Context: an optimization exercise on an open-source flow, tuned for small area and a short achievable clock period. The choices shown serve that exercise and are no tape-out recipe.
Only simulation tests tie the RTL to the original design; equivalence was not proved.
Power and IR drop assume default switching activity.

$ cat config.mk
export PLATFORM = sky130hd
export DESIGN_NAME = alu_top
export DESIGN_NICKNAME = alu_top
export VERILOG_FILES = /design/flow/design.v
export SDC_FILE = /design/flow/constraint.sdc
export NUM_CORES = 4
export LEC_CHECK = 0
export ABC_AREA = 1
export CAP_MARGIN = 20
export CORE_MARGIN = 2
export CORE_UTILIZATION = 40
export SLEW_MARGIN = 20
$ cat constraint.sdc
create_clock -name core_clock -period 25.0 [get_ports {clk}]
set_input_delay 5.0000 -clock core_clock [delete_from_list [all_inputs] [get_ports {clk}]]
set_output_delay 5.0000 -clock core_clock [all_outputs]
set_load 0.01 [all_outputs]
$ cat design.v
module alu_top (
    input             clk,
    input      [7:0]  a,
    input      [7:0]  b,
    input      [3:0]  command,
    input             en,
    output reg [15:0] out
);
    reg  [7:0]  a_q, b_q;
    reg  [3:0]  command_q;
    reg         en_q;
    wire [15:0] alu_out;
    always @(posedge clk) begin
        a_q       <= a;
        b_q       <= b;
        command_q <= command;
        en_q      <= en;
        out       <= alu_out;
    end
    alu u_alu (.a(a_q), .b(b_q), .command(command_q), .en(en_q), .out(alu_out));
endmodule

module alu (
	input [7:0] a, b,
	input [3:0] command,
	input en,
	output [15:0] out
);
wire T0 = (command[2:0] == 3'd2) | (command[2:0] == 3'd3) | (command[2:0] == 3'd4) | (command[2:0] == 3'd6);
wire T1 = (command[2:0] == 3'd1) | (command[2:0] == 3'd2) | (command[2:0] == 3'd5);
wire T2 = (command[2:0] == 3'd1) | (command[2:0] == 3'd2) | (command[2:0] == 3'd5) | (command[2:0] == 3'd7);
wire T3 = (command[2:0] == 3'd0) | (command[2:0] == 3'd1) | (command[2:0] == 3'd4) | (command[2:0] == 3'd6) | (command[2:0] == 3'd7);
wire [7:0] r_log;
assign r_log[0] = a[0] ? (b[0] ? T3 : T2) : (b[0] ? T1 : T0);
assign r_log[1] = a[1] ? (b[1] ? T3 : T2) : (b[1] ? T1 : T0);
assign r_log[2] = a[2] ? (b[2] ? T3 : T2) : (b[2] ? T1 : T0);
assign r_log[3] = a[3] ? (b[3] ? T3 : T2) : (b[3] ? T1 : T0);
assign r_log[4] = a[4] ? (b[4] ? T3 : T2) : (b[4] ? T1 : T0);
assign r_log[5] = a[5] ? (b[5] ? T3 : T2) : (b[5] ? T1 : T0);
assign r_log[6] = a[6] ? (b[6] ? T3 : T2) : (b[6] ? T1 : T0);
assign r_log[7] = a[7] ? (b[7] ? T3 : T2) : (b[7] ? T1 : T0);
wire log_hi = (command[2:0] == 3'd2) | (command[2:0] == 3'd3) | (command[2:0] == 3'd4) | (command[2:0] == 3'd6);
wire [7:0] x = a ^ {8{command[1] & ~command[0]}};
wire [7:0] y = (b & {8{~command[0]}}) | {8{command[1] & command[0]}};
wire [8:0] s = x + y + (command[1] ^ command[0]);
wire [15:0] r_arith = {{7{command[1] & ~s[8]}}, s[8] ^ command[1], s[7:0]};
wire pp0_0 = a[0] & b[0];
wire pp0_1 = a[0] & b[1];
wire pp0_2 = a[0] & b[2];
wire pp0_3 = a[0] & b[3];
wire pp0_4 = a[0] & b[4];
wire pp0_5 = a[0] & b[5];
wire pp0_6 = a[0] & b[6];
wire pp0_7 = a[0] & b[7];
wire pp1_0 = a[1] & b[0];
wire pp1_1 = a[1] & b[1];
wire pp1_2 = a[1] & b[2];
wire pp1_3 = a[1] & b[3];
wire pp1_4 = a[1] & b[4];
wire pp1_5 = a[1] & b[5];
wire pp1_6 = a[1] & b[6];
wire pp1_7 = a[1] & b[7];
wire pp2_0 = a[2] & b[0];
wire pp2_1 = a[2] & b[1];
wire pp2_2 = a[2] & b[2];
wire pp2_3 = a[2] & b[3];
wire pp2_4 = a[2] & b[4];
wire pp2_5 = a[2] & b[5];
wire pp2_6 = a[2] & b[6];
wire pp2_7 = a[2] & b[7];
wire pp3_0 = a[3] & b[0];
wire pp3_1 = a[3] & b[1];
wire pp3_2 = a[3] & b[2];
wire pp3_3 = a[3] & b[3];
wire pp3_4 = a[3] & b[4];
wire pp3_5 = a[3] & b[5];
wire pp3_6 = a[3] & b[6];
wire pp3_7 = a[3] & b[7];
wire pp4_0 = a[4] & b[0];
wire pp4_1 = a[4] & b[1];
wire pp4_2 = a[4] & b[2];
wire pp4_3 = a[4] & b[3];
wire pp4_4 = a[4] & b[4];
wire pp4_5 = a[4] & b[5];
wire pp4_6 = a[4] & b[6];
wire pp4_7 = a[4] & b[7];
wire pp5_0 = a[5] & b[0];
wire pp5_1 = a[5] & b[1];
wire pp5_2 = a[5] & b[2];
wire pp5_3 = a[5] & b[3];
wire pp5_4 = a[5] & b[4];
wire pp5_5 = a[5] & b[5];
wire pp5_6 = a[5] & b[6];
wire pp5_7 = a[5] & b[7];
wire pp6_0 = a[6] & b[0];
wire pp6_1 = a[6] & b[1];
wire pp6_2 = a[6] & b[2];
wire pp6_3 = a[6] & b[3];
wire pp6_4 = a[6] & b[4];
wire pp6_5 = a[6] & b[5];
wire pp6_6 = a[6] & b[6];
wire pp6_7 = a[6] & b[7];
wire pp7_0 = a[7] & b[0];
wire pp7_1 = a[7] & b[1];
wire pp7_2 = a[7] & b[2];
wire pp7_3 = a[7] & b[3];
wire pp7_4 = a[7] & b[4];
wire pp7_5 = a[7] & b[5];
wire pp7_6 = a[7] & b[6];
wire pp7_7 = a[7] & b[7];
wire hs1 = pp0_6 ^ pp1_5;
wire hc2 = pp0_6 & pp1_5;
wire fs3 = pp0_7 ^ pp1_6 ^ pp2_5;
wire fc4 = (pp0_7 & pp1_6) | (pp0_7 & pp2_5) | (pp1_6 & pp2_5);
wire hs5 = pp3_4 ^ pp4_3;
wire hc6 = pp3_4 & pp4_3;
wire fs7 = pp1_7 ^ pp2_6 ^ pp3_5;
wire fc8 = (pp1_7 & pp2_6) | (pp1_7 & pp3_5) | (pp2_6 & pp3_5);
wire hs9 = pp4_4 ^ pp5_3;
wire hc10 = pp4_4 & pp5_3;
wire fs11 = pp2_7 ^ pp3_6 ^ pp4_5;
wire fc12 = (pp2_7 & pp3_6) | (pp2_7 & pp4_5) | (pp3_6 & pp4_5);
wire hs13 = pp0_4 ^ pp1_3;
wire hc14 = pp0_4 & pp1_3;
wire fs15 = pp0_5 ^ pp1_4 ^ pp2_3;
wire fc16 = (pp0_5 & pp1_4) | (pp0_5 & pp2_3) | (pp1_4 & pp2_3);
wire hs17 = pp3_2 ^ pp4_1;
wire hc18 = pp3_2 & pp4_1;
wire fs19 = hs1 ^ pp2_4 ^ pp3_3;
wire fc20 = (hs1 & pp2_4) | (hs1 & pp3_3) | (pp2_4 & pp3_3);
wire fs21 = pp4_2 ^ pp5_1 ^ pp6_0;
wire fc22 = (pp4_2 & pp5_1) | (pp4_2 & pp6_0) | (pp5_1 & pp6_0);
wire fs23 = fs3 ^ hs5 ^ pp5_2;
wire fc24 = (fs3 & hs5) | (fs3 & pp5_2) | (hs5 & pp5_2);
wire fs25 = pp6_1 ^ pp7_0 ^ hc2;
wire fc26 = (pp6_1 & pp7_0) | (pp6_1 & hc2) | (pp7_0 & hc2);
wire fs27 = fs7 ^ hs9 ^ pp6_2;
wire fc28 = (fs7 & hs9) | (fs7 & pp6_2) | (hs9 & pp6_2);
wire fs29 = pp7_1 ^ fc4 ^ hc6;
wire fc30 = (pp7_1 & fc4) | (pp7_1 & hc6) | (fc4 & hc6);
wire fs31 = fs11 ^ pp5_4 ^ pp6_3;
wire fc32 = (fs11 & pp5_4) | (fs11 & pp6_3) | (pp5_4 & pp6_3);
wire fs33 = pp7_2 ^ fc8 ^ hc10;
wire fc34 = (pp7_2 & fc8) | (pp7_2 & hc10) | (fc8 & hc10);
wire fs35 = pp3_7 ^ pp4_6 ^ pp5_5;
wire fc36 = (pp3_7 & pp4_6) | (pp3_7 & pp5_5) | (pp4_6 & pp5_5);
wire fs37 = pp6_4 ^ pp7_3 ^ fc12;
wire fc38 = (pp6_4 & pp7_3) | (pp6_4 & fc12) | (pp7_3 & fc12);
wire fs39 = pp4_7 ^ pp5_6 ^ pp6_5;
wire fc40 = (pp4_7 & pp5_6) | (pp4_7 & pp6_5) | (pp5_6 & pp6_5);
wire hs41 = pp0_3 ^ pp1_2;
wire hc42 = pp0_3 & pp1_2;
wire fs43 = hs13 ^ pp2_2 ^ pp3_1;
wire fc44 = (hs13 & pp2_2) | (hs13 & pp3_1) | (pp2_2 & pp3_1);
wire fs45 = fs15 ^ hs17 ^ pp5_0;
wire fc46 = (fs15 & hs17) | (fs15 & pp5_0) | (hs17 & pp5_0);
wire fs47 = fs19 ^ fs21 ^ fc16;
wire fc48 = (fs19 & fs21) | (fs19 & fc16) | (fs21 & fc16);
wire fs49 = fs23 ^ fs25 ^ fc20;
wire fc50 = (fs23 & fs25) | (fs23 & fc20) | (fs25 & fc20);
wire fs51 = fs27 ^ fs29 ^ fc24;
wire fc52 = (fs27 & fs29) | (fs27 & fc24) | (fs29 & fc24);
wire fs53 = fs31 ^ fs33 ^ fc28;
wire fc54 = (fs31 & fs33) | (fs31 & fc28) | (fs33 & fc28);
wire fs55 = fs35 ^ fs37 ^ fc32;
wire fc56 = (fs35 & fs37) | (fs35 & fc32) | (fs37 & fc32);
wire fs57 = fs39 ^ pp7_4 ^ fc36;
wire fc58 = (fs39 & pp7_4) | (fs39 & fc36) | (pp7_4 & fc36);
wire fs59 = pp5_7 ^ pp6_6 ^ pp7_5;
wire fc60 = (pp5_7 & pp6_6) | (pp5_7 & pp7_5) | (pp6_6 & pp7_5);
wire hs61 = pp0_2 ^ pp1_1;
wire hc62 = pp0_2 & pp1_1;
wire fs63 = hs41 ^ pp2_1 ^ pp3_0;
wire fc64 = (hs41 & pp2_1) | (hs41 & pp3_0) | (pp2_1 & pp3_0);
wire fs65 = fs43 ^ pp4_0 ^ hc42;
wire fc66 = (fs43 & pp4_0) | (fs43 & hc42) | (pp4_0 & hc42);
wire fs67 = fs45 ^ hc14 ^ fc44;
wire fc68 = (fs45 & hc14) | (fs45 & fc44) | (hc14 & fc44);
wire fs69 = fs47 ^ hc18 ^ fc46;
wire fc70 = (fs47 & hc18) | (fs47 & fc46) | (hc18 & fc46);
wire fs71 = fs49 ^ fc22 ^ fc48;
wire fc72 = (fs49 & fc22) | (fs49 & fc48) | (fc22 & fc48);
wire fs73 = fs51 ^ fc26 ^ fc50;
wire fc74 = (fs51 & fc26) | (fs51 & fc50) | (fc26 & fc50);
wire fs75 = fs53 ^ fc30 ^ fc52;
wire fc76 = (fs53 & fc30) | (fs53 & fc52) | (fc30 & fc52);
wire fs77 = fs55 ^ fc34 ^ fc54;
wire fc78 = (fs55 & fc34) | (fs55 & fc54) | (fc34 & fc54);
wire fs79 = fs57 ^ fc38 ^ fc56;
wire fc80 = (fs57 & fc38) | (fs57 & fc56) | (fc38 & fc56);
wire fs81 = fs59 ^ fc40 ^ fc58;
wire fc82 = (fs59 & fc40) | (fs59 & fc58) | (fc40 & fc58);
wire fs83 = pp6_7 ^ pp7_6 ^ fc60;
wire fc84 = (pp6_7 & pp7_6) | (pp6_7 & fc60) | (pp7_6 & fc60);
wire [15:0] m_x = {1'b0, pp7_7, fs83, fs81, fs79, fs77, fs75, fs73, fs71, fs69, fs67, fs65, fs63, hs61, pp0_1, pp0_0};
wire [15:0] m_y = {1'b0, fc84, fc82, fc80, fc78, fc76, fc74, fc72, fc70, fc68, fc66, fc64, hc62, pp2_0, pp1_0, 1'b0};
wire p85 = pp0_1 ^ pp1_0;
wire p86 = hs61 ^ pp2_0;
wire p87 = fs63 ^ hc62;
wire p88 = fs65 ^ fc64;
wire p89 = fs67 ^ fc66;
wire p90 = fs69 ^ fc68;
wire p91 = fs71 ^ fc70;
wire p92 = fs73 ^ fc72;
wire p93 = fs75 ^ fc74;
wire p94 = fs77 ^ fc76;
wire p95 = fs79 ^ fc78;
wire p96 = fs81 ^ fc80;
wire p97 = fs83 ^ fc82;
wire p98 = pp7_7 ^ fc84;
wire E99 = p86 & p85;
wire V100 = p86 ? pp0_1 : hs61;
wire E101 = p88 & p87;
wire V102 = p88 ? fs63 : fs65;
wire E103 = p90 & p89;
wire V104 = p90 ? fs67 : fs69;
wire E105 = p92 & p91;
wire V106 = p92 ? fs71 : fs73;
wire E107 = p94 & p93;
wire V108 = p94 ? fs75 : fs77;
wire E109 = p96 & p95;
wire V110 = p96 ? fs79 : fs81;
wire E111 = p98 & p97;
wire V112 = p98 ? fs83 : pp7_7;
wire E113 = p87 & E99;
wire V114 = p87 ? V100 : fs63;
wire E115 = E101 & E99;
wire V116 = E101 ? V100 : V102;
wire E117 = p91 & E103;
wire V118 = p91 ? V104 : fs71;
wire E119 = E105 & E103;
wire V120 = E105 ? V104 : V106;
wire E121 = p95 & E107;
wire V122 = p95 ? V108 : fs79;
wire E123 = E109 & E107;
wire V124 = E109 ? V108 : V110;
wire E125 = 1'b0 & E111;
wire V126 = 1'b0 ? V112 : 1'b0;
wire E127 = p89 & E115;
wire V128 = p89 ? V116 : fs67;
wire E129 = E103 & E115;
wire V130 = E103 ? V116 : V104;
wire E131 = E117 & E115;
wire V132 = E117 ? V116 : V118;
wire E133 = E119 & E115;
wire V134 = E119 ? V116 : V120;
wire E135 = p97 & E123;
wire V136 = p97 ? V124 : fs83;
wire E137 = E111 & E123;
wire V138 = E111 ? V124 : V112;
wire E139 = E125 & E123;
wire V140 = E125 ? V124 : V126;
wire E141 = p93 & E133;
wire V142 = p93 ? V134 : fs75;
wire E143 = E107 & E133;
wire V144 = E107 ? V134 : V108;
wire E145 = E121 & E133;
wire V146 = E121 ? V134 : V122;
wire E147 = E123 & E133;
wire V148 = E123 ? V134 : V124;
wire E149 = E135 & E133;
wire V150 = E135 ? V134 : V136;
wire E151 = E137 & E133;
wire V152 = E137 ? V134 : V138;
wire E153 = E139 & E133;
wire V154 = E139 ? V134 : V140;
wire sm155 = p85;
wire sm156 = p86 ^ (~p85 & pp0_1);
wire sm157 = p87 ^ (~E99 & V100);
wire sm158 = p88 ^ (~E113 & V114);
wire sm159 = p89 ^ (~E115 & V116);
wire sm160 = p90 ^ (~E127 & V128);
wire sm161 = p91 ^ (~E129 & V130);
wire sm162 = p92 ^ (~E131 & V132);
wire sm163 = p93 ^ (~E133 & V134);
wire sm164 = p94 ^ (~E141 & V142);
wire sm165 = p95 ^ (~E143 & V144);
wire sm166 = p96 ^ (~E145 & V146);
wire sm167 = p97 ^ (~E147 & V148);
wire sm168 = p98 ^ (~E149 & V150);
wire sm169 = 1'b0 ^ (~E151 & V152);
wire [15:0] r_mul = {sm169, sm168, sm167, sm166, sm165, sm164, sm163, sm162, sm161, sm160, sm159, sm158, sm157, sm156, sm155, pp0_0};
wire bnz = |b;
wire e170 = a[7] ~^ b[0];
wire ge171 = e170 | a[7];
wire d172 = ~e170;
wire c173 = ge171 & (b <= 8'd1);
wire q7 = c173;
wire s174 = ~c173;
wire s175 = c173;
wire r176 = (s174 & a[7]) | (s175 & d172);
wire e177 = a[6] ~^ b[0];
wire e178 = r176 ~^ b[1];
wire E179 = e178 & e177;
wire V180 = e178 ? a[6] : r176;
wire ge181 = E179 | V180;
wire d182 = ~e177;
wire d183 = e178 ^ (e177 | a[6]);
wire c184 = ge181 & (b <= 8'd3);
wire q6 = c184;
wire s185 = ~c184;
wire s186 = c184;
wire r187 = (s185 & a[6]) | (s186 & d182);
wire r188 = (s185 & r176) | (s186 & d183);
wire e189 = a[5] ~^ b[0];
wire e190 = r187 ~^ b[1];
wire e191 = r188 ~^ b[2];
wire E192 = e190 & e189;
wire V193 = e190 ? a[5] : r187;
wire E194 = e191 & E192;
wire V195 = e191 ? V193 : r188;
wire ge196 = E194 | V195;
wire d197 = ~e189;
wire d198 = e190 ^ (e189 | a[5]);
wire d199 = e191 ^ (E192 | V193);
wire c200 = ge196 & (b <= 8'd7);
wire q5 = c200;
wire s201 = ~c200;
wire s202 = c200;
wire r203 = (s201 & a[5]) | (s202 & d197);
wire r204 = (s201 & r187) | (s202 & d198);
wire r205 = (s201 & r188) | (s202 & d199);
wire e206 = a[4] ~^ b[0];
wire e207 = r203 ~^ b[1];
wire e208 = r204 ~^ b[2];
wire e209 = r205 ~^ b[3];
wire E210 = e207 & e206;
wire V211 = e207 ? a[4] : r203;
wire E212 = e208 & E210;
wire V213 = e208 ? V211 : r204;
wire E214 = e209 & E212;
wire V215 = e209 ? V213 : r205;
wire ge216 = E214 | V215;
wire d217 = ~e206;
wire d218 = e207 ^ (e206 | a[4]);
wire d219 = e208 ^ (E210 | V211);
wire d220 = e209 ^ (E212 | V213);
wire c221 = ge216 & (b <= 8'd15);
wire q4 = c221;
wire s222 = ~c221;
wire s223 = c221;
wire r224 = (s222 & a[4]) | (s223 & d217);
wire r225 = (s222 & r203) | (s223 & d218);
wire r226 = (s222 & r204) | (s223 & d219);
wire r227 = (s222 & r205) | (s223 & d220);
wire e228 = a[3] ~^ b[0];
wire e229 = r224 ~^ b[1];
wire e230 = r225 ~^ b[2];
wire e231 = r226 ~^ b[3];
wire e232 = r227 ~^ b[4];
wire E233 = e229 & e228;
wire V234 = e229 ? a[3] : r224;
wire E235 = e230 & E233;
wire V236 = e230 ? V234 : r225;
wire E237 = e231 & E235;
wire V238 = e231 ? V236 : r226;
wire E239 = e232 & E237;
wire V240 = e232 ? V238 : r227;
wire ge241 = E239 | V240;
wire d242 = ~e228;
wire d243 = e229 ^ (e228 | a[3]);
wire d244 = e230 ^ (E233 | V234);
wire d245 = e231 ^ (E235 | V236);
wire d246 = e232 ^ (E237 | V238);
wire c247 = ge241 & (b <= 8'd31);
wire q3 = c247;
wire s248 = ~c247;
wire s249 = c247;
wire r250 = (s248 & a[3]) | (s249 & d242);
wire r251 = (s248 & r224) | (s249 & d243);
wire r252 = (s248 & r225) | (s249 & d244);
wire r253 = (s248 & r226) | (s249 & d245);
wire r254 = (s248 & r227) | (s249 & d246);
wire e255 = a[2] ~^ b[0];
wire e256 = r250 ~^ b[1];
wire e257 = r251 ~^ b[2];
wire e258 = r252 ~^ b[3];
wire e259 = r253 ~^ b[4];
wire e260 = r254 ~^ b[5];
wire E261 = e256 & e255;
wire V262 = e256 ? a[2] : r250;
wire E263 = e257 & E261;
wire V264 = e257 ? V262 : r251;
wire E265 = e258 & E263;
wire V266 = e258 ? V264 : r252;
wire E267 = e259 & E265;
wire V268 = e259 ? V266 : r253;
wire E269 = e260 & E267;
wire V270 = e260 ? V268 : r254;
wire ge271 = E269 | V270;
wire d272 = ~e255;
wire d273 = e256 ^ (e255 | a[2]);
wire d274 = e257 ^ (E261 | V262);
wire d275 = e258 ^ (E263 | V264);
wire d276 = e259 ^ (E265 | V266);
wire d277 = e260 ^ (E267 | V268);
wire c278 = ge271 & (b <= 8'd63);
wire q2 = c278;
wire s279 = ~c278;
wire s280 = c278;
wire r281 = (s279 & a[2]) | (s280 & d272);
wire r282 = (s279 & r250) | (s280 & d273);
wire r283 = (s279 & r251) | (s280 & d274);
wire r284 = (s279 & r252) | (s280 & d275);
wire r285 = (s279 & r253) | (s280 & d276);
wire r286 = (s279 & r254) | (s280 & d277);
wire e287 = a[1] ~^ b[0];
wire e288 = r281 ~^ b[1];
wire e289 = r282 ~^ b[2];
wire e290 = r283 ~^ b[3];
wire e291 = r284 ~^ b[4];
wire e292 = r285 ~^ b[5];
wire e293 = r286 ~^ b[6];
wire E294 = e288 & e287;
wire V295 = e288 ? a[1] : r281;
wire E296 = e289 & E294;
wire V297 = e289 ? V295 : r282;
wire E298 = e290 & E296;
wire V299 = e290 ? V297 : r283;
wire E300 = e291 & E298;
wire V301 = e291 ? V299 : r284;
wire E302 = e292 & E300;
wire V303 = e292 ? V301 : r285;
wire E304 = e293 & E302;
wire V305 = e293 ? V303 : r286;
wire ge306 = E304 | V305;
wire d307 = ~e287;
wire d308 = e288 ^ (e287 | a[1]);
wire d309 = e289 ^ (E294 | V295);
wire d310 = e290 ^ (E296 | V297);
wire d311 = e291 ^ (E298 | V299);
wire d312 = e292 ^ (E300 | V301);
wire d313 = e293 ^ (E302 | V303);
wire c314 = ge306 & (b <= 8'd127);
wire q1 = c314;
wire s315 = ~c314;
wire s316 = c314;
wire r317 = (s315 & a[1]) | (s316 & d307);
wire r318 = (s315 & r281) | (s316 & d308);
wire r319 = (s315 & r282) | (s316 & d309);
wire r320 = (s315 & r283) | (s316 & d310);
wire r321 = (s315 & r284) | (s316 & d311);
wire r322 = (s315 & r285) | (s316 & d312);
wire r323 = (s315 & r286) | (s316 & d313);
wire e324 = a[0] ~^ b[0];
wire e325 = r317 ~^ b[1];
wire e326 = r318 ~^ b[2];
wire e327 = r319 ~^ b[3];
wire e328 = r320 ~^ b[4];
wire e329 = r321 ~^ b[5];
wire e330 = r322 ~^ b[6];
wire e331 = r323 ~^ b[7];
wire E332 = e325 & e324;
wire V333 = e325 ? a[0] : r317;
wire E334 = e326 & E332;
wire V335 = e326 ? V333 : r318;
wire E336 = e327 & E334;
wire V337 = e327 ? V335 : r319;
wire E338 = e328 & E336;
wire V339 = e328 ? V337 : r320;
wire E340 = e329 & E338;
wire V341 = e329 ? V339 : r321;
wire E342 = e330 & E340;
wire V343 = e330 ? V341 : r322;
wire E344 = e331 & E342;
wire V345 = e331 ? V343 : r323;
wire ge346 = E344 | V345;
wire c347 = ge346;
wire q0 = c347;
wire [15:0] r_div = {8'd0, {q7,q6,q5,q4,q3,q2,q1,q0} & {8{bnz}}};
reg [15:0] o;
always @(*) begin
	case (command)
	4'd0, 4'd1, 4'd2, 4'd3: o = r_arith;
	4'd4: o = r_mul;
	4'd5: o = r_div;
	4'd6: o = {7'd0, a, 1'b0};
	4'd7: o = {9'd0, a[7:1]};
	default: o = {{8{log_hi}}, r_log};
	endcase
end
assign out = en ? o : 16'd0;
endmodule
$ cat flow/run.sh
#!/bin/bash
# The standard layout, with repair_timing aiming for more setup slack than the clock needs,
# so that it shortens the longest paths. Each tool's output goes to ORFS's logs under orfs/logs.
set -euo pipefail
bash standard.sh SETUP_SLACK_MARGIN=19.2 finish > make_finish.log 2>&1
$ cat standard.sh
#!/bin/bash
# synth_recipe.tcl (not shown) runs the flow's synth.tcl, then flattens the netlist and writes it again
# the make line also repeats each setting of config.mk as NAME=value (left out here)
make -C /OpenROAD-flow-scripts/flow DESIGN_CONFIG=/design/flow/config.mk WORK_HOME=/design/flow/orfs CLKGATE_MAP_FILE= SYNTH_SCRIPT=/design/flow/synth_recipe.tcl "${@:-finish}"
==> flow_metrics.tcl, run 1 <==
set metrics [dict create \
    status "timing/DRC/antenna clean" \
    die_area_mm2 0.0145 \
    rows 42 \
    grt_usage_pct 27.3 \
    cts_tree "done" \
    switching_share_pct 44.8 \
    synth_edf_count 0 \
    post-route-util_pct 56.6 \
    final_cell_mix "nand2_1 (182), inv_1 (169), buf_4 (95), nor2_1 (65), a21oi_1 (49)" \
    drtPass1Iterations 6 \
    antenna_found_initial 0 \
    finalInstanceArea_mm2 0.00749 \
    slew_headroom_pct 47.4 \
    multi_input_area_mm2 0.00443 \
    cp-start-kind "register" \
    hpwl_mm 12.0 \
    hp-start "en_q" \
    yosysWarnings 2 \
    async_flop_share_pct 0 \
    criticalPathCategory "reg2reg" \
    worstMarginPinSlew_ns 0.788 \
    cpMaxStageDelayCell "dfxtp_2" \
    whs_endpoint "out[8]" \
    max_freq_ghz 0.153 \
    post_dp_cell_area_mm2 0.00594 \
    critical-path-max-stage-delay_ns 0.33 \
    final.setup_skew_ns 0.00523 \
    cts_htree_levels 2 \
    setup_violations 0 \
    wire_per_inst_um 17.2 \
    drt_iter0_markers 526 \
    combPwrFrac_pct 58.0 \
    nFillCells 1267 \
    final-seq-area_um2 769 \
    postCtsHoldBufs 0 \
    cts_buffers 5 \
    r2r_end "out[7]" \
    num_vias 6277 \
    avgViaCountPerCell 5.36 \
    power_per_cell_area_mw_per_mm2 49.4 \
    synth.distinct_cells 45 \
    tns_ns 0 \
    period_share_pct 26.1 \
    crit_top_cell "buf_4" \
    syn_nets 963 \
    r2r_start "b_q[3]" \
    stdcell_count 1172 \
    rsz0062_at_grt "true" \
    drive_above_1_share_pct 28.0 \
    grt_pass1_vias 6035 \
    gr-total-overflow 0 \
    p_sw_uw 166 \
    start_util_pct 41.0 \
    rr_worst_depth 49 \
    max_cap_viol_count 0 \
    ios 38 \
    synth_flop_cell "dfxtp_1" \
    synth.avg_cell_area_um2 6.24 \
    cp.required_ns 25.25 \
    fp.dieW_um 120 \
    endpoint_kind "register" \
    cts.sinks 37 \
    hold_path.class "reg2reg" \
    grt_max_degree 20 \
    die_y_um 120 \
    wl_mm 20.2 \
    io_buffers 37 \
    clock_latency_ns 0.31 \
    seqPwrFrac_pct 18.4 \
    nets 1089 \
    gp_congestion 0.953 \
    cts_buffer_depth 2 \
    p_clk_share_pct 23.5 \
    syn_inst 869 \
    drc 0 \
    vdd_drop_max_v 0.0000403 \
    num_antenna_cells 0 \
    crit_start "b_q[3]" \
    final_antenna_net_count 0 \
    grt_pass1_wl_mm 31.0 \
    p_int_uw 204 \
    whs_path_depth 2 \
    cts-root-buf "clkbuf_16" \
    leakagePower_nw 4.03 \
    period_needed_ns 6.54 \
    final_common_cell "nand2_1" \
    area_delta_synth_final_pct 38.1 \
    reg2reg_slack_ns 18.46 \
    worstPathMaxFanout 3 \
    seq_area_frac_synth_pct 13.7 \
    clkTransAtPathRegs_ns 0.06 \
    final_max_slew_viol_count 0 \
    cp.arrival_ns 6.79 \
    syn_area_mm2 0.00543 \
    finalHoldViolCount 0 \
    place_inst 1063 \
    ys_seq_elements 37 \
    core_area_mm2 0.0132 \
]
-- per-stage QoR --
stage               setup slack, ns  power (mW)  hold WS (ns)
CTS                           19.16       0.359         0.547
detailed placement            18.16       0.255         0.543
global placement              18.39       0.255         0.544
finish                        18.46       0.370         0.566
floorplan                     19.53       0.212         0.456
global route                  18.21       0.405         0.600
-- final cells by class --
type | count | area share (%)
Inverter | 188 | 9.72
Sequential cell | 37 | 10.3
Tap cell | 176 | 2.94
Clock inverter | 3 | 0.918
Timing Repair Buffer | 143 | 15.4
Multi-Input combinational cell | 620 | 59.1
Clock buffer | 5 | 1.67
-- registers in the layout (all words and copies together) (netlist names) --
register	flops
en_q	1
command_q	4
b_q	8
a_q	8
out	16
-- cell usage after synthesis (5+ instances only) --
cell / count / area (µm²)
a21oi_1: 50 / 250
a221oi_1: 7 / 61.3
a31oi_1: 5 / 31.3
buf_2: 5 / 25.0
clkbuf_1: 13 / 48.8
dfxtp_1: 37 / 741
fa_1: 37 / 741
ha_1: 35 / 438
inv_1: 174 / 653
inv_2: 12 / 45.0
nand2_1: 230 / 863
nand2_2: 18 / 113
nand2_4: 5 / 56.3
nand3_1: 54 / 270
nand3_2: 6 / 60.1
nor2_1: 69 / 259
nor3_1: 9 / 45.0
o211ai_1: 5 / 37.5
o21ai_0: 32 / 160
o31ai_1: 5 / 37.5
xnor2_1: 7 / 61.3
xor2_1: 13 / 114
-- critical path: cells and delay by family, from the launching register on --
| family | cells | cell delay, ns |
|---|---|---|
| AOI/OAI and AO/OA | 2 | 0.34 |
| buffers and inverters | 44 | 5.39 |
| and+or+nand+nor | 3 | 0.39 |
| DFF | 1 | 0.33 |
-- worst max-delay path by stage --
stage | to | cells past startpoint
3_3_place_gp | out[0] | 69
3_5_place_dp | out[0] | 67
2_1_floorplan | out[0] | 68
6_report | out[7] | 49
5_1_grt | out[0] | 73
4_1_cts | out[0] | 64
-- kinds of logic (layout without fill, tap and decap cells) --
logic type               Yosys count  count (layout)  synth area share [%]
AND/OR/NAND/NOR                  404             404                  32.7
buffers and inverters            212             339                  15.1
AO/OA/AOI/OAI                    124             124                  13.6
adder cells (fa/ha/maj)           72              72                  21.7
flip-flops                        37              37                  13.7
XOR/XNOR                          20              20                  3.23
-- power by group through the flow --
stage                     sequential (mW)  combinational (mW)  clock, mW
after global placement             0.0715               0.184          0
after floorplan                    0.0689               0.143          0
final                              0.0682               0.215     0.0872
after global routing               0.0687               0.245     0.0913
after detailed placement           0.0715               0.184          0
after CTS                          0.0681               0.203     0.0876
-- per-layer routing --
metal  GRT usage [%]  routed length (µm)
met3            5.24                1720
met2            45.7                9460
met5               0                   0
met1            32.9                7660
met4            15.3                1330
-- repair_timing --
item / 4_1_cts / 5_1_grt
endpoints found under the setup margin: 18 / 3
setup buffers: 85 / 16
resized for setup: 170 / 65
pin swaps: 47 / 61
==> run 2: changes to the inputs <==
==> run.sh (new file) <==
#!/bin/bash
# synth_recipe.tcl (not shown) runs the flow's synth.tcl, then flattens the netlist and writes it again
# the make line also repeats each setting of config.mk as NAME=value (left out here)
make -C /OpenROAD-flow-scripts/flow DESIGN_CONFIG=/design/flow/config.mk WORK_HOME=/design/flow/orfs CLKGATE_MAP_FILE= SYNTH_SCRIPT=/design/flow/synth_recipe.tcl finish
--- a/config.mk
+++ b/config.mk
@@ -7,3 +7,2 @@
 export LEC_CHECK = 0
-export ABC_AREA = 1
 export CAP_MARGIN = 20
@@ -11,2 +10,3 @@
 export CORE_UTILIZATION = 40
+export GPL_TIMING_DRIVEN = 0
 export SLEW_MARGIN = 20
removed: flow/run.sh
removed: standard.sh
==> run 2 against run 1 <==
Compared with the run above: worst hold slack better by 0.012 ns; synthesized area is 5.8% higher; combinational power is 12% lower; routed wire length down 16%; clock power about the same; global-route usage shrank 3.8 points; flip-flop and latch count unchanged.
==> flow_metrics.tcl, run 2 <==
set metrics [dict create \
    wl_mm 17.0 \
    tns_ns 0 \
    yosysWarnings 2 \
    endpoint_kind "register" \
    grt_max_degree 19 \
    nets 835 \
    postCtsSetupRepairBufs 0 \
    grt_usage_pct 23.5 \
    avgViaCountPerCell 5.86 \
    drive_above_1_share_pct 8.49 \
    worstPathMaxFanout 10 \
    final_max_slew_viol_count 0 \
    area_delta_synth_final_pct 13.8 \
    finalHoldViolCount 0 \
    antenna_found_initial 0 \
    period_needed_ns 9.55 \
    ios 38 \
    max_freq_ghz 0.105 \
    setup_violations 0 \
    cts_tree "done" \
    die_area_mm2 0.0153 \
    netlist_top_cells_area "dfxtp_1 (13%), fa_1 (13%), ha_1 (7.6%), xnor2_1 (6.7%), nor2_1 (5.3%)" \
    nFillCells 1350 \
    critical-path-max-stage-delay_ns 0.61 \
    yosys.area.top_type "dfxtp_1" \
    cpMaxStageDelayCell "xnor2_1" \
    synth.avg_cell_area_um2 8.24 \
    power_per_cell_area_mw_per_mm2 52.7 \
    cp-start-kind "register" \
    hp-start "en_q" \
    hold_path.class "reg2reg" \
    r2r_end "out[0]" \
    postCtsHoldBufs 0 \
    whs_endpoint "out[14]" \
    rsz0062_at_grt "false" \
    cts_buffer_depth 2 \
    reg.largest.list "out x16, a_q x8, b_q x8" \
    cp.arrival_ns 9.75 \
    post-route-util_pct 46.9 \
    num_antenna_cells 0 \
    num_vias 5400 \
    syn_area_mm2 0.00574 \
    cts_buffers 5 \
    worstMarginPinSlew_ns 0.834 \
    status "timing/DRC/antenna clean" \
    reg2reg_slack_ns 15.45 \
    cts_htree_levels 2 \
    leakagePower_nw 2.56 \
    drc 0 \
    synth_flop_cell "dfxtp_1" \
    cts.sinks 37 \
    start_util_pct 41.2 \
    cts-root-buf "clkbuf_16" \
    grt_pass1_wl_mm 27.5 \
    gp_congestion 0.944 \
    final_cell_mix "nor2_1 (81), inv_1 (54), nand2_1 (52), xnor2_1 (44), o21ai_0 (42)" \
    core_area_mm2 0.0139 \
    post_cts_resize_count 0 \
    cp.required_ns 25.20 \
    drtPass1Iterations 5 \
    fp.dieW_um 124 \
    whs_path_depth 1 \
    syn_nets 791 \
    wire_per_inst_um 18.5 \
    die_y_um 124 \
    max_cap_viol_count 0 \
    clock_latency_ns 0.30 \
    synth.distinct_cells 87 \
    yosysMostFrequentCell "nor2_1" \
    drt_iter0_markers 424 \
    async_flop_share_pct 0 \
    final_common_cell "nor2_1" \
    grt_pass1_vias 5357 \
    regMostFlops "out" \
    seq_area_frac_synth_pct 12.9 \
    syn_inst 697 \
    slew_headroom_pct 44.3 \
    yosysTopAreaCellShare_pct 12.9 \
    rr_worst_depth 28 \
    hpwl_mm 13.4 \
    final.setup_skew_ns 0.00632 \
    r2r_start "a_q[6]" \
    vdd_drop_max_v 0.0000335 \
    synth_edf_count 0 \
    crit_top_cell "maj3_2" \
    rows 43 \
    io_buffers 37 \
    period_share_pct 38.2 \
    synth_commonest_cells "nor2_1 (81), inv_1 (54), nand2_1 (52)" \
    final_antenna_net_count 0 \
    ys_seq_elements 37 \
    clkTransAtPathRegs_ns 0.06 \
    largest_reg_flops 16 \
    gr-total-overflow 0 \
    criticalPathCategory "reg2reg" \
]
==> run 2: where the power goes <==
part           total [mW]  leakage, nW  switching, mW  internal, mW
Sequential         0.0674        0.310        0.00353        0.0639
Clock              0.0870       0.0944         0.0294        0.0576
Combinational       0.190         2.16          0.104        0.0864
==> run 2: routing by layer <==
layer | vias up | GRT usage (%) | wire (µm) | part of all wire [%]
met5 | - | 0 | 0 | 0
met4 | 0 | 8.24 | 377 | 2.2
met2 | 232 | 40.2 | 8260 | 49
li1 | 2529 | - | - | -
met3 | 37 | 5.40 | 1290 | 7.6
met1 | 2602 | 28.9 | 7090 | 42
==> run 2: worst max-delay path, delay by kind of cell, from the launching register on <==
kind / cells / cell delay (ns)
muxes: 3 / 1.04
adders and majority gates: 4 / 1.44
DFF: 1 / 0.49
xor gates and xnor gates: 1 / 0.61
buffers and inverters: 3 / 1.03
and+or+nand+nor: 3 / 0.77
AOI/OAI and AO/OA: 14 / 4.06
==> run 2: cell families (layout without fill, tap and decap cells) <==
family	Yosys count	count (layout)	synth area share, %
AND/OR/NAND/NOR	217	217	18.3
AO/OA/AOI/OAI	178	178	23.6
buffers and inverters	93	138	6.32
adder cells (fa/ha/maj)	87	87	23.2
XOR/XNOR	64	64	9.89
flip-flops	37	37	12.9
multiplexers	21	21	5.75
==> run 2: worst max path at each step <==
| stage | slack [ns] | depth (start not counted) | end | from |
|---|---|---|---|---|
| final | 15.45 | 28 | out[0] | a_q[6] |
| after global routing | 15.03 | 28 | out[0] | a_q[6] |
| after CTS | 15.57 | 28 | out[0] | a_q[6] |
| after detailed placement | 15.61 | 28 | out[0] | a_q[6] |
| after global placement | 15.72 | 28 | out[0] | a_q[6] |
| after floorplan | 17.11 | 28 | out[0] | a_q[6] |
==> run 2: layout make-up <==
| type | count | area [µm²] | share of cell area [%] |
|---|---|---|---|
| plain buffers | 35 | 145 | 2.22 |
| clock buffers | 5 | 125 | 1.92 |
| clock inverters | 3 | 68.8 | 1.05 |
| inverters | 58 | 218 | 3.33 |
| multi-input cells | 567 | 4640 | 71.0 |
| flip-flops and latches | 37 | 741 | 11.3 |
| well taps | 180 | 225 | 3.45 |
| repair buffers | 37 | 370 | 5.67 |
==> run 2: per-stage QoR <==
step	total power [mW]	area (µm²)	instances	setup slack (ns)	hold slack, ns
3_3_place_gp	0.253	6340	914	15.72	0.569
6_report	0.344	6530	922	15.45	0.578
2_1_floorplan	0.215	5740	697	17.11	0.475
4_1_cts	0.346	6530	922	15.57	0.577
5_1_grt	0.371	6530	922	15.03	0.594
3_5_place_dp	0.257	6340	914	15.61	0.569
==> run 3: changes to the inputs <==
--- a/config.mk
+++ b/config.mk
@@ -7,2 +7,3 @@
 export LEC_CHECK = 0
+export ABC_AREA = 1
 export CAP_MARGIN = 20
==> run 3 against run 2 <==
Compared with the run above: flip-flop and latch count is the same; critical path depth grew 38; still clean on timing, DRC and antenna; critical endpoint unchanged; clock skew shrank 0.00091 ns.
==> flow_metrics.tcl, run 3 <==
set metrics [dict create \
    max_freq_ghz 0.147 \
    drc 0 \
    grt_pass1_vias 4983 \
    cts.sinks 37 \
    nFillCells 1467 \
    clkTransAtPathRegs_ns 0.06 \
    path_buf_inv 6 \
    async_flop_share_pct 0 \
    vdd_drop_max_v 0.0000494 \
    synth_edf_count 0 \
    finalInstanceArea_mm2 0.00621 \
    combPwrFrac_pct 55.2 \
    grt_max_degree 19 \
    cp.arrival_ns 6.99 \
    final_common_cell "nand2_1" \
    critPathTopFamily "simple AND/OR/NAND/NOR gates" \
    final_antenna_net_count 0 \
    cp.required_ns 25.17 \
    hpwl_mm 12.4 \
    criticalPathCategory "reg2reg" \
    yosys.area.top_type "nand2_1" \
    worstPathMaxFanout 18 \
    synth.avg_cell_area_um2 6.24 \
    drt_iter0_markers 318 \
    gp_congestion 0.971 \
    synth.distinct_cells 45 \
    status "timing/DRC/antenna clean" \
    p_clk_share_pct 24.9 \
    totalPowerFinal_uw 339 \
    slew_headroom_pct 43.2 \
    grt_pass1_wl_mm 25.1 \
    post_dp_cell_area_mm2 0.00602 \
    switching_share_pct 43.7 \
    wire_per_inst_um 14.2 \
    stdcell_count 1090 \
    period_share_pct 27.3 \
    fp.dieW_um 120 \
    period_needed_ns 6.82 \
    seqPwrFrac_pct 19.9 \
    rows 42 \
    worstMarginPinSlew_ns 0.851 \
    yosysWarnings 2 \
    tns_ns 0 \
    core_area_mm2 0.0132 \
    die_y_um 120 \
    final_cell_mix "nand2_1 (230), inv_1 (174), nor2_1 (69), nand3_1 (54), a21oi_1 (50)" \
    grt_usage_pct 22.4 \
    drtPass1Iterations 5 \
    post_cts_resize_count 0 \
    final.setup_skew_ns 0.00541 \
    setup_violations 0 \
    largest_reg_flops 16 \
    wl_mm 15.5 \
    seq_area_frac_synth_pct 13.7 \
    postCtsSetupRepairBufs 0 \
    regMostFlops "out" \
    post-route-util_pct 46.9 \
    cts_tree "done" \
    avgViaCountPerCell 4.90 \
    finalHoldViolCount 0 \
    rsz0062_at_grt "false" \
    final_max_slew_viol_count 0 \
    cp-start-kind "register" \
    syn_inst 869 \
    power_per_cell_area_mw_per_mm2 54.7 \
    antenna_found_initial 0 \
    p_int_uw 191 \
    hold_path.class "reg2reg" \
    max_cap_viol_count 0 \
    critical-path-max-stage-delay_ns 0.87 \
    leakagePower_nw 3.45 \
    synth_commonest_cells "nand2_1 (230), inv_1 (174), nor2_1 (69)" \
    layout_setup_ws_ns 18.18 \
    yosysTopAreaCellShare_pct 15.9 \
    num_vias 5346 \
    num_antenna_cells 0 \
    netlist_top_cells_area "nand2_1 (16%), dfxtp_1 (14%), fa_1 (14%), inv_1 (12%), ha_1 (8.1%)" \
    place_inst 1082 \
    gr-total-overflow 0 \
    nets 1007 \
    endpoint_kind "register" \
    cpMaxStageDelayCell "dfxtp_1" \
    cts-root-buf "clkbuf_16" \
    crit_top_cell "nand2_1" \
    syn_nets 963 \
    ios 38 \
    fin_worst_hold_slack_ns 0.572 \
    cts_htree_levels 2 \
    cts_buffers 5 \
    postCtsHoldBufs 0 \
    clock_latency_ns 0.30 \
    start_util_pct 41.0 \
    yosysMostFrequentCell "nand2_1" \
    syn_area_mm2 0.00543 \
    die_area_mm2 0.0145 \
    io_buffers 37 \
    reg.largest.list "out x16, a_q x8, b_q x8" \
    dpl_worst_slack_ns 18.24 \
    area_delta_synth_final_pct 14.4 \
    cts_buffer_depth 2 \
    synth_flop_cell "dfxtp_1" \
    drive_above_1_share_pct 7.33 \
    p_sw_uw 148 \
    ys_seq_elements 37 \
]
## run 3: routing by layer
layer  part of all wire [%]  vias to the layer above  wire (µm)  track usage [%]
met3                    5.0                       28        779             2.92
li1                       -                     2776          -                -
met2                     47                      136       7220             37.6
met1                     45                     2406       6950             29.1
met5                      0                        -          0                0
met4                    3.3                        0        509             8.58
## run 3: cell families after synthesis
logic type               after synthesis  share of synthesized area, %
flip-flops                            37                          13.7
AO/OA/AOI/OAI                        124                          13.6
buffers and inverters                212                          15.1
XOR/XNOR                              20                          3.23
adder cells (fa/ha/maj)               72                          21.7
AND/OR/NAND/NOR                      404                          32.7
## run 3: power groups by stage
| stage | registers, mW | logic [mW] | clock network [mW] |
|---|---|---|---|
| 3_5_place_dp | 0.0689 | 0.187 | 0 |
| 5_1_grt | 0.0680 | 0.219 | 0.0893 |
| 2_1_floorplan | 0.0689 | 0.143 | 0 |
| 4_1_cts | 0.0676 | 0.189 | 0.0865 |
| 6_report | 0.0675 | 0.187 | 0.0845 |
| 3_3_place_gp | 0.0688 | 0.186 | 0 |
## run 3: worst paths after layout
kind | start | to | slack, ns | cells after the start
hold / removal | en_q | out[8] | 0.57 | 2
setup / recovery | b_q[0] | out[0] | 18.18 | 66
hold reg to reg | en_q | out[8] | 0.57 | 2
setup reg to reg | b_q[0] | out[0] | 18.18 | 66
## run 3: worst reg2reg max path: cells and delay by family (launching register included)
family,cells,cell delay [ns]
buf+inv,6,0.43
simple gates,56,4.74
compound gates,3,0.37
fa+ha+maj,1,0.28
flops,1,0.87
## run 3: cell type report
type | count | area [µm²] | share of cell area (%)
plain buffers | 24 | 111 | 1.79
clock buffers | 5 | 125 | 2.02
clock inverters | 3 | 65.1 | 1.05
inverters | 188 | 708 | 11.4
multi-input cells | 620 | 3860 | 62.3
flip-flops and latches | 37 | 741 | 11.9
well taps | 176 | 220 | 3.55
repair buffers | 37 | 370 | 5.97
==> run 4: changes to the inputs <==
--- a/config.mk
+++ b/config.mk
@@ -11,3 +11,2 @@
 export CORE_UTILIZATION = 40
-export GPL_TIMING_DRIVEN = 0
 export SLEW_MARGIN = 20
==> run 4 against run 3 <==
Compared with the run above: register-to-register slack got worse by 0.16 ns; worst hold slack got worse by 0.021 ns; power up 0.41%; worst setup slack worse by 0.16 ns; synthesized area unchanged; still clean; clock skew rose by 0.0022 ns; global-route usage grew 0.70 points; cell area decreased by 1.1%.
==> flow_metrics.tcl, run 4 <==
set metrics [dict create \
    grt_pass1_wl_mm 26.2 \
    whs_path_depth 2 \
    cts-root-buf "clkbuf_16" \
    power_per_cell_area_mw_per_mm2 55.6 \
    antenna_found_initial 0 \
    nFillCells 1445 \
    cp.required_ns 25.18 \
    top_usage_layer "met2" \
    stdcell_count 1071 \
    gr-total-overflow 0 \
    fp.dieW_um 120 \
    yosysMostFrequentCell "nand2_1" \
    seq_area_frac_synth_pct 13.7 \
    combPwrFrac_pct 54.0 \
    syn_inst 869 \
    nets 988 \
    use_met1_pct 29.0 \
    clock_latency_ns 0.30 \
    cpMaxStageDelayCell "dfxtp_1" \
    final_cell_mix "nand2_1 (230), inv_1 (174), nor2_1 (69), nand3_1 (54), a21oi_1 (50)" \
    critical-path-max-stage-delay_ns 0.81 \
    yosys.area.top_type "nand2_1" \
    crit_top_cell "nand2_1" \
    yosysWarnings 2 \
    period_share_pct 27.9 \
    ios 38 \
    switching_share_pct 43.9 \
    cp.arrival_ns 7.15 \
    rsz0062_at_grt "false" \
    syn_nets 963 \
    grt_max_degree 20 \
    status "timing/DRC/antenna clean" \
    grt_util_met2_pct 40.0 \
    final.setup_skew_ns 0.00765 \
    finalInstanceArea_mm2 0.00614 \
    worstMarginPinSlew_ns 0.833 \
    p_int_uw 191 \
    regMostFlops "out" \
    reg.largest.list "out x16, a_q x8, b_q x8" \
    p_clk_share_pct 25.4 \
    synth_commonest_cells "nand2_1 (230), inv_1 (174), nor2_1 (69)" \
    hold_path.class "reg2reg" \
    final_common_cell "nand2_1" \
    postCtsSetupRepairBufs 0 \
    start_util_pct 41.0 \
    gp_congestion 0.953 \
    area_delta_synth_final_pct 13.1 \
    yosysTopAreaCellShare_pct 15.9 \
    ys_seq_elements 37 \
    place_inst 1063 \
    hpwl_mm 12.0 \
    tns_ns 0 \
    syn_area_mm2 0.00543 \
    io_buffers 37 \
    synth.avg_cell_area_um2 6.24 \
    synth_edf_count 0 \
    async_flop_share_pct 0 \
    grt_usage_pct 23.1 \
    period_needed_ns 6.97 \
    criticalPathCategory "reg2reg" \
    max_cap_viol_count 0 \
    cts.sinks 37 \
    netlist_top_cells_area "nand2_1 (16%), dfxtp_1 (14%), fa_1 (14%), inv_1 (12%), ha_1 (8.1%)" \
    slew_headroom_pct 44.4 \
    finalHoldViolCount 0 \
    wire_per_inst_um 14.7 \
    worstPathMaxFanout 15 \
    p_sw_uw 150 \
    dpl_worst_slack_ns 18.16 \
    leakagePower_nw 3.43 \
    cts_buffers 5 \
    met3_usage_pct 2.97 \
    final_antenna_net_count 0 \
    num_vias 5344 \
    synth.distinct_cells 45 \
    vdd_drop_max_v 0.0000403 \
    post_dp_cell_area_mm2 0.00594 \
    cts_htree_levels 2 \
    cts_tree "done" \
    postCtsHoldBufs 0 \
    synth_flop_cell "dfxtp_1" \
    layout_setup_ws_ns 18.03 \
    die_area_mm2 0.0145 \
    drive_above_1_share_pct 7.26 \
    drtPass1Iterations 5 \
    wl_mm 15.8 \
    post_cts_resize_count 0 \
    seqPwrFrac_pct 20.6 \
    drt_iter0_markers 292 \
    num_antenna_cells 0 \
    setup_violations 0 \
    die_y_um 120 \
    avgViaCountPerCell 4.99 \
    cts_buffer_depth 2 \
    rows 42 \
    endpoint_kind "register" \
    cp-start-kind "register" \
    max_freq_ghz 0.143 \
    clkTransAtPathRegs_ns 0.06 \
    final_max_slew_viol_count 0 \
    grt_pass1_vias 5235 \
    largest_reg_flops 16 \
    drc 0 \
    core_area_mm2 0.0132 \
    rr_worst_depth 67 \
]
run 4: layer usage:
layer / share of wire [%] / wire length (µm) / vias up
met5: 0 / 0 / -
met4: 3.0 / 465 / 0
met3: 4.2 / 659 / 30
met2: 48 / 7600 / 120
met1: 45 / 7030 / 2449
li1: - / - / 2745
run 4: final cells by class:
type	count	area, µm²	area share, %
multi-input combinational	620	3860	63.0
sequential	37	741	12.1
inverter	188	708	11.5
timing repair buffer	42	408	6.65
tap	176	220	3.59
clock buffer	5	125	2.04
clock inverter	3	68.8	1.12
run 4: worst max-delay path: cells and delay by family (launching register included):
| family | cells | cell delay [ns] |
|---|---|---|
| buffers and inverters | 3 | 0.49 |
| and+or+nand+nor | 61 | 5.14 |
| AOI/OAI and AO/OA | 3 | 0.36 |
| DFF | 1 | 0.81 |
run 4: power groups by stage:
stage	sequential (mW)	combinational, mW	clock, mW
6_report	0.0702	0.184	0.0865
5_1_grt	0.0708	0.215	0.0911
4_1_cts	0.0703	0.186	0.0876
3_5_place_dp	0.0715	0.184	0
3_3_place_gp	0.0715	0.184	0
2_1_floorplan	0.0689	0.143	0
run 4: path summary, 6_finish.rpt:
path	startpoint	end	slack, ns
worst max-delay path	b_q[2]	out[0]	18.03
worst min-delay path	en_q	out[8]	0.55
worst max register to register	b_q[2]	out[0]	18.03
worst min register to register	en_q	out[8]	0.55
run 4: kinds of logic (layout without fill, tap and decap cells):
family	Yosys count	after routing	share of synthesized area (%)
and+or+nand+nor	404	404	32.7
buffers and inverters	212	238	15.1
AOI/OAI and AO/OA	124	124	13.6
adders and majority gates	72	72	21.7
DFF	37	37	13.7
xor gates and xnor gates	20	20	3.23
run 4: metrics by stage:
| stage | hold WS [ns] | power (mW) | utilization, % |
|---|---|---|---|
| after floorplan | 0.456 | 0.212 | - |
| after global placement | 0.544 | 0.255 | 44.9 |
| after detailed placement | 0.543 | 0.255 | 44.9 |
| after CTS | 0.547 | 0.343 | 46.3 |
| after global routing | 0.598 | 0.376 | 46.3 |
| final | 0.551 | 0.341 | 46.3 |

[port drivers added, routing unchanged]
The results above use ideal ports. As a check the final layouts listed here were re-extracted and re-timed, cells and wires unchanged. Step 1 sets driving cells, clkbuf_16 on the clock port and buf_2 on the other inputs (assumed; they add their load-dependent delay and slew). Step 2 moves the port delays by t, midway between the first and last clock arrival at a register: inputs arrive t later, outputs are due t later. That takes back most of the time a late clock gives input paths. Slacks: ideal / step 1 / step 2; pairs: ideal / step 1.
run	t, ns	setup WS [ns]	cell pins on the clock port's net
run 1	0.347	18.463 / 18.463 / 18.463	1
run 2	0.340	15.449 / 15.449 / 15.449	1
run 3	0.330	18.184 / 18.184 / 18.184	1
run 4	0.340	18.026 / 18.026 / 18.026	1
After both steps every run listed still meets setup and hold.
